Context: an optimization exercise on an open-source flow, tuned for a short achievable clock period and few clock cycles. The choices shown serve that exercise and are no tape-out recipe.
At most, simulation tests tie the RTL to the original design; equivalence was not proved.
Power is estimated from default activity; no workload was simulated.

v6:
==> flow/design.v <==
module toplevel(
    input  wire clk,
    input  wire rst,
    output wire [7:0] imem_addr,
    input  wire [7:0] imem_data,
    output wire [7:0] dmem_addr,
    output wire [7:0] dmem_wdata,
    output wire       dmem_we,
    input  wire [7:0] dmem_rdata
);
    reg [7:0] fpc;
    reg [7:0] r0, r1, r2, r3, r4, r5, r6, r7;
    reg [7:0] op_a, op_b;               
    reg [7:0] op_bs;                    
    reg [7:0] st_data, st_addr;         
    reg       e_arith, e_sub, e_and, e_or, e_xor, e_load, e_store;
    reg [7:0] e_we;                     
    reg [7:0] w_res;
    reg [7:0] w_we;                     
    wire [7:0] sum   = op_a + op_bs + {7'd0, e_sub};
    wire [7:0] other = ({8{e_and}}  & (op_a & op_b))
                     | ({8{e_or}}   & (op_a | op_b))
                     | ({8{e_xor}}  & (op_a ^ op_b))
                     | ({8{e_load}} & dmem_rdata);
    wire [7:0] res   = e_arith ? sum : other;
    assign dmem_addr  = st_addr;
    assign dmem_wdata = st_data;
    assign dmem_we    = e_store;
    wire [7:0] q0 = w_we[0] ? w_res : r0;
    wire [7:0] q1 = w_we[1] ? w_res : r1;
    wire [7:0] q2 = w_we[2] ? w_res : r2;
    wire [7:0] q3 = w_we[3] ? w_res : r3;
    wire [7:0] q4 = w_we[4] ? w_res : r4;
    wire [7:0] q5 = w_we[5] ? w_res : r5;
    wire [7:0] q6 = w_we[6] ? w_res : r6;
    wire [7:0] q7 = w_we[7] ? w_res : r7;
    always @(posedge clk or posedge rst) begin
        if (rst) begin
            r0 <= 8'd0; r1 <= 8'd0; r2 <= 8'd0; r3 <= 8'd0;
            r4 <= 8'd0; r5 <= 8'd0; r6 <= 8'd0; r7 <= 8'd0;
        end else begin
            r0 <= q0; r1 <= q1; r2 <= q2; r3 <= q3;
            r4 <= q4; r5 <= q5; r6 <= q6; r7 <= q7;
        end
    end
    wire [7:0] ins = imem_data;
    wire [2:0] f_op = ins[7:5];
    wire [2:0] f_rd = ins[4:2];
    wire [1:0] f_rs = ins[1:0];
    reg [7:0] rd_val, rs_val;
    reg       hit_a, hit_b;
    always @(*) begin
        case (f_rd)
            3'd0: rd_val = q0;
            3'd1: rd_val = q1;
            3'd2: rd_val = q2;
            3'd3: rd_val = q3;
            3'd4: rd_val = q4;
            3'd5: rd_val = q5;
            3'd6: rd_val = q6;
            default: rd_val = q7;
        endcase
        case (f_rs)
            2'd0: rs_val = q0;
            2'd1: rs_val = q1;
            2'd2: rs_val = q2;
            default: rs_val = q3;
        endcase
        hit_a = e_we[f_rd];
        hit_b = e_we[{1'b0, f_rs}];
    end
    wire f_jmp   = (f_op == 3'b111);
    wire f_store = (f_op == 3'b110);
    wire f_sub   = (f_op == 3'b001);
    wire f_wr    = ~f_jmp & ~f_store;
    wire [7:0] a_next = hit_a ? res : rd_val;
    wire [7:0] b_next = hit_b ? res : rs_val;
    always @(posedge clk or posedge rst) begin
        if (rst) begin
            fpc <= 8'd0;
        end else if (f_jmp) begin
            if (!hit_b) fpc <= rs_val;
        end else begin
            fpc <= fpc + 8'd1;
        end
    end
    assign imem_addr = fpc;
    always @(posedge clk) begin
        op_a    <= a_next;
        op_b    <= b_next;
        op_bs   <= f_sub ? ~b_next : b_next;
        st_data <= a_next;
        st_addr <= b_next;
        w_res   <= res;
    end
    always @(posedge clk or posedge rst) begin
        if (rst) begin
            e_arith <= 1'b0; e_sub <= 1'b0; e_and <= 1'b0; e_or <= 1'b0;
            e_xor <= 1'b0; e_load <= 1'b0; e_store <= 1'b0;
            e_we <= 8'd0; w_we <= 8'd0;
        end else begin
            e_arith <= (f_op == 3'b000) | f_sub;
            e_sub   <= f_sub;
            e_and   <= (f_op == 3'b010);
            e_or    <= (f_op == 3'b011);
            e_xor   <= (f_op == 3'b100);
            e_load  <= (f_op == 3'b101);
            e_store <= f_store;
            e_we    <= f_wr ? (8'd1 << f_rd) : 8'd0;
            w_we    <= e_we;
        end
    end
endmodule
==> flow/config.mk <==
export PLATFORM = sky130hd
export DESIGN_NAME = toplevel
export DESIGN_NICKNAME = toplevel
export VERILOG_FILES = /design/flow/design.v
export SDC_FILE = /design/flow/constraint.sdc
export NUM_CORES = 4
export LEC_CHECK = 0
export CAP_MARGIN = 20
export CORE_MARGIN = 2
export CORE_UTILIZATION = 40
export SETUP_SLACK_MARGIN = 3.5
export SLEW_MARGIN = 20
==> flow/constraint.sdc <==
create_clock -name core_clock -period 5.0 [get_ports {clk}]
set_input_delay 1.0000 -clock core_clock [delete_from_list [all_inputs] [get_ports {clk}]]
set_output_delay 1.0000 -clock core_clock [all_outputs]
set_load 0.01 [all_outputs]
standard.sh (not shown) runs the stock make flow with config.mk's settings and CLKGATE_MAP_FILE= SYNTH_SCRIPT=/design/flow/synth_recipe.tcl, a recipe that flattens the netlist after the stock synthesis.
==> flow/flow/run.sh <==
#!/bin/bash
# Standard ORFS layout with two changes: the port buffers are inserted as buf_4
# cells instead of the resizer's default choice (a slow delay buffer), and
# synthesis leaves adders to ABC instead of mapping them to full-adder cells.
set -euo pipefail
bash standard.sh "ADDER_MAP_FILE=" "BUFFER_PORTS_ARGS=-buffer_cell sky130_fd_sc_hd__buf_4" finish > standard.log 2>&1
Testbench counts of v6, summed over its fixed seeds: cycles 49,571.
Changes in v7 relative to v6:
--- a/flow/design.v
+++ b/flow/design.v
@@ -8,24 +8,24 @@
     output wire       dmem_we,
     input  wire [7:0] dmem_rdata
 );
     reg [7:0] fpc;
     reg [7:0] r0, r1, r2, r3, r4, r5, r6, r7;
     reg [7:0] op_a, op_b;               
-    reg [7:0] op_bs;                    
     reg [7:0] st_data, st_addr;         
     reg       e_arith, e_sub, e_and, e_or, e_xor, e_load, e_store;
     reg [7:0] e_we;                     
     reg [7:0] w_res;
     reg [7:0] w_we;                     
-    wire [7:0] sum   = op_a + op_bs + {7'd0, e_sub};
+    wire [7:0] sum   = op_a + op_b;
+    wire [7:0] diff  = op_a - op_b;
     wire [7:0] other = ({8{e_and}}  & (op_a & op_b))
                      | ({8{e_or}}   & (op_a | op_b))
                      | ({8{e_xor}}  & (op_a ^ op_b))
                      | ({8{e_load}} & dmem_rdata);
-    wire [7:0] res   = e_arith ? sum : other;
+    wire [7:0] res   = ({8{e_arith & ~e_sub}} & sum) | ({8{e_sub}} & diff) | other;
     assign dmem_addr  = st_addr;
     assign dmem_wdata = st_data;
     assign dmem_we    = e_store;
     wire [7:0] q0 = w_we[0] ? w_res : r0;
     wire [7:0] q1 = w_we[1] ? w_res : r1;
     wire [7:0] q2 = w_we[2] ? w_res : r2;
@@ -85,13 +85,12 @@
         end
     end
     assign imem_addr = fpc;
     always @(posedge clk) begin
         op_a    <= a_next;
         op_b    <= b_next;
-        op_bs   <= f_sub ? ~b_next : b_next;
         st_data <= a_next;
         st_addr <= b_next;
         w_res   <= res;
     end
     always @(posedge clk or posedge rst) begin
         if (rst) begin
Findings:
The run with more setup slack is v7; v6 has less.
Compare v6 and v7 | power drawn by the combinational cells lower: v6
Compared with v6, in v7 global-route usage now larger; total power went up 700 µW.
Changes observed in v7 relative to v6: area used by sequential logic in the layout shrank by 4.7%, total die area shows a reduction of 4.4%, fill cell instance count of the final layout down 4.5%, multi-input gate count shows an increase of about 3.5%.
Testbench counts of v7, summed over its fixed seeds: cycles 49,571.

* * *

== ember ==
Starts from the design.v that is shown in full above.
clock: 5.0 ns
lec_check: 0
cap_margin: 20
core_margin: 2
core_utilization: 40
setup_slack_margin: 3.5
slew_margin: 20
run.sh (not shown) runs the stock make flow with config.mk's settings and CLKGATE_MAP_FILE= SYNTH_SCRIPT=/design/flow/synth_recipe.tcl, a recipe that flattens the netlist after the stock synthesis.
Stock flow here: none of the scripts above is used.
Testbench counts of ember, summed over its fixed seeds: cycles 49,571.
Input-level comparison between sierra and ember:
--- a/flow/design.v
+++ b/flow/design.v
@@ -12,5 +12,5 @@
     reg [7:0] r0, r1, r2, r3, r4, r5, r6, r7;
     reg [7:0] op_a, op_b;               
-    reg [7:0] op_bs;                    
+    reg [7:0] op_as;                    
     reg [7:0] st_data, st_addr;         
     reg       e_arith, e_sub, e_and, e_or, e_xor, e_load, e_store;
@@ -18,10 +18,17 @@
     reg [7:0] w_res;
     reg [7:0] w_we;                     
-    wire [7:0] sum   = op_a + op_bs + {7'd0, e_sub};
+    wire [7:0] kg0 = op_as & op_b;
+    wire [7:0] kp0 = op_as ^ op_b;
+    wire [7:0] kg1 = kg0 | (kp0 & {kg0[6:0], 1'b0});
+    wire [7:0] kp1 = kp0 & {kp0[6:0], 1'b0};
+    wire [7:0] kg2 = kg1 | (kp1 & {kg1[5:0], 2'b0});
+    wire [7:0] kp2 = kp1 & {kp1[5:0], 2'b0};
+    wire [7:0] kg3 = kg2 | (kp2 & {kg2[3:0], 4'b0});
+    wire [7:0] sum   = kp0 ^ {kg3[6:0], 1'b0};
     wire [7:0] other = ({8{e_and}}  & (op_a & op_b))
                      | ({8{e_or}}   & (op_a | op_b))
                      | ({8{e_xor}}  & (op_a ^ op_b))
                      | ({8{e_load}} & dmem_rdata);
-    wire [7:0] res   = e_arith ? sum : other;
+    wire [7:0] res   = e_arith ? (sum ^ {8{e_sub}}) : other;
     assign dmem_addr  = st_addr;
     assign dmem_wdata = st_data;
@@ -74,6 +81,9 @@
     wire f_sub   = (f_op == 3'b001);
     wire f_wr    = ~f_jmp & ~f_store;
-    wire [7:0] a_next = hit_a ? res : rd_val;
-    wire [7:0] b_next = hit_b ? res : rs_val;
+    wire f_mem   = (f_op == 3'b101) | f_store;
+    wire f_rd_use = ~f_op[2] | (f_op == 3'b100) | f_store;    
+    wire stall    = e_arith & ((hit_a & f_rd_use) | hit_b);
+    wire [7:0] a_next = hit_a ? other : rd_val;
+    wire [7:0] b_next = hit_b ? other : rs_val;
     always @(posedge clk or posedge rst) begin
         if (rst) begin
@@ -81,5 +91,5 @@
         end else if (f_jmp) begin
             if (!hit_b) fpc <= rs_val;
-        end else begin
+        end else if (!stall) begin
             fpc <= fpc + 8'd1;
         end
@@ -89,7 +99,7 @@
         op_a    <= a_next;
         op_b    <= b_next;
-        op_bs   <= f_sub ? ~b_next : b_next;
-        st_data <= a_next;
-        st_addr <= b_next;
+        op_as   <= f_sub ? ~a_next : a_next;
+        st_data <= f_store ? a_next : 8'd0;
+        st_addr <= f_mem ? b_next : 8'd0;
         w_res   <= res;
     end
@@ -100,12 +110,12 @@
             e_we <= 8'd0; w_we <= 8'd0;
         end else begin
-            e_arith <= (f_op == 3'b000) | f_sub;
+            e_arith <= ~stall & ((f_op == 3'b000) | f_sub);
             e_sub   <= f_sub;
             e_and   <= (f_op == 3'b010);
             e_or    <= (f_op == 3'b011);
             e_xor   <= (f_op == 3'b100);
-            e_load  <= (f_op == 3'b101);
-            e_store <= f_store;
-            e_we    <= f_wr ? (8'd1 << f_rd) : 8'd0;
+            e_load  <= ~stall & (f_op == 3'b101);
+            e_store <= ~stall & f_store;
+            e_we    <= (f_wr & ~stall) ? (8'd1 << f_rd) : 8'd0;
             w_we    <= e_we;
         end
Findings:
- Total iterations of the first detailed-routing run came out exactly the same in ember and sierra.
- In sierra the sequential group share of total power turned out 2.4 points higher than in ember.
- Delta(post-synthesis cell type count, sierra - ember) < 0
- sierra vs ember — weighted congestion at the end of routability-driven global placement dropped slightly
- Final worst setup slack: sierra lower than ember
- sierra vs ember: post-route fraction of the period consumed by the critical path up in sierra
- The sequential fraction of total cell area on sierra is in line with that on ember.
- The time the final worst path needs with I/O delays and setup in sierra sits 150 ps above the value recorded for ember.
- Compared with ember, sierra is the more power-hungry design.
- Floorplan check, sierra vs ember: die outline larger in sierra
- Lower via total after detailed routing among ember and sierra: ember
- Changes observed in sierra relative to ember: cell area now larger, number of non-clock buffers in the layout moved down.
For sierra, only the layout was checked, not whether the RTL still works.

==> separate check: timing with driven ports <==
How much do the figures lean on ideal ports? The routed layouts below were timed once more, with nothing changed but the port constraints.
Step 1, drivers: a clkbuf_16 drives clk and a buf_2 each remaining input, both assumed.
Step 2 also shifts input and output timing later by t, the mid clock arrival at the registers, as if the neighbouring blocks saw the same clock.
Slacks: ideal ports / drivers / drivers and shift; pairs: ideal ports / drivers.
| run | t (ns) | setup WS [ns] | worst register clock-pin slew, ns |
|---|---|---|---|
| v6 | 0.457 | 2.949 / 2.866 / 2.409 | 0.06 / 0.06 |
| v7 | 0.448 | 2.977 / 2.891 / 2.443 | 0.05 / 0.05 |
| ember | 0.460 | 2.847 / 2.847 / 2.437 | 0.06 / 0.06 |
| sierra | 0.464 | 2.697 / 2.674 / 2.210 | 0.06 / 0.06 |
After both steps setup and hold are still met in every run listed. The setup slack of v6, which loses most, moves by -0.083 ns with the drivers and by -0.540 ns with both steps.
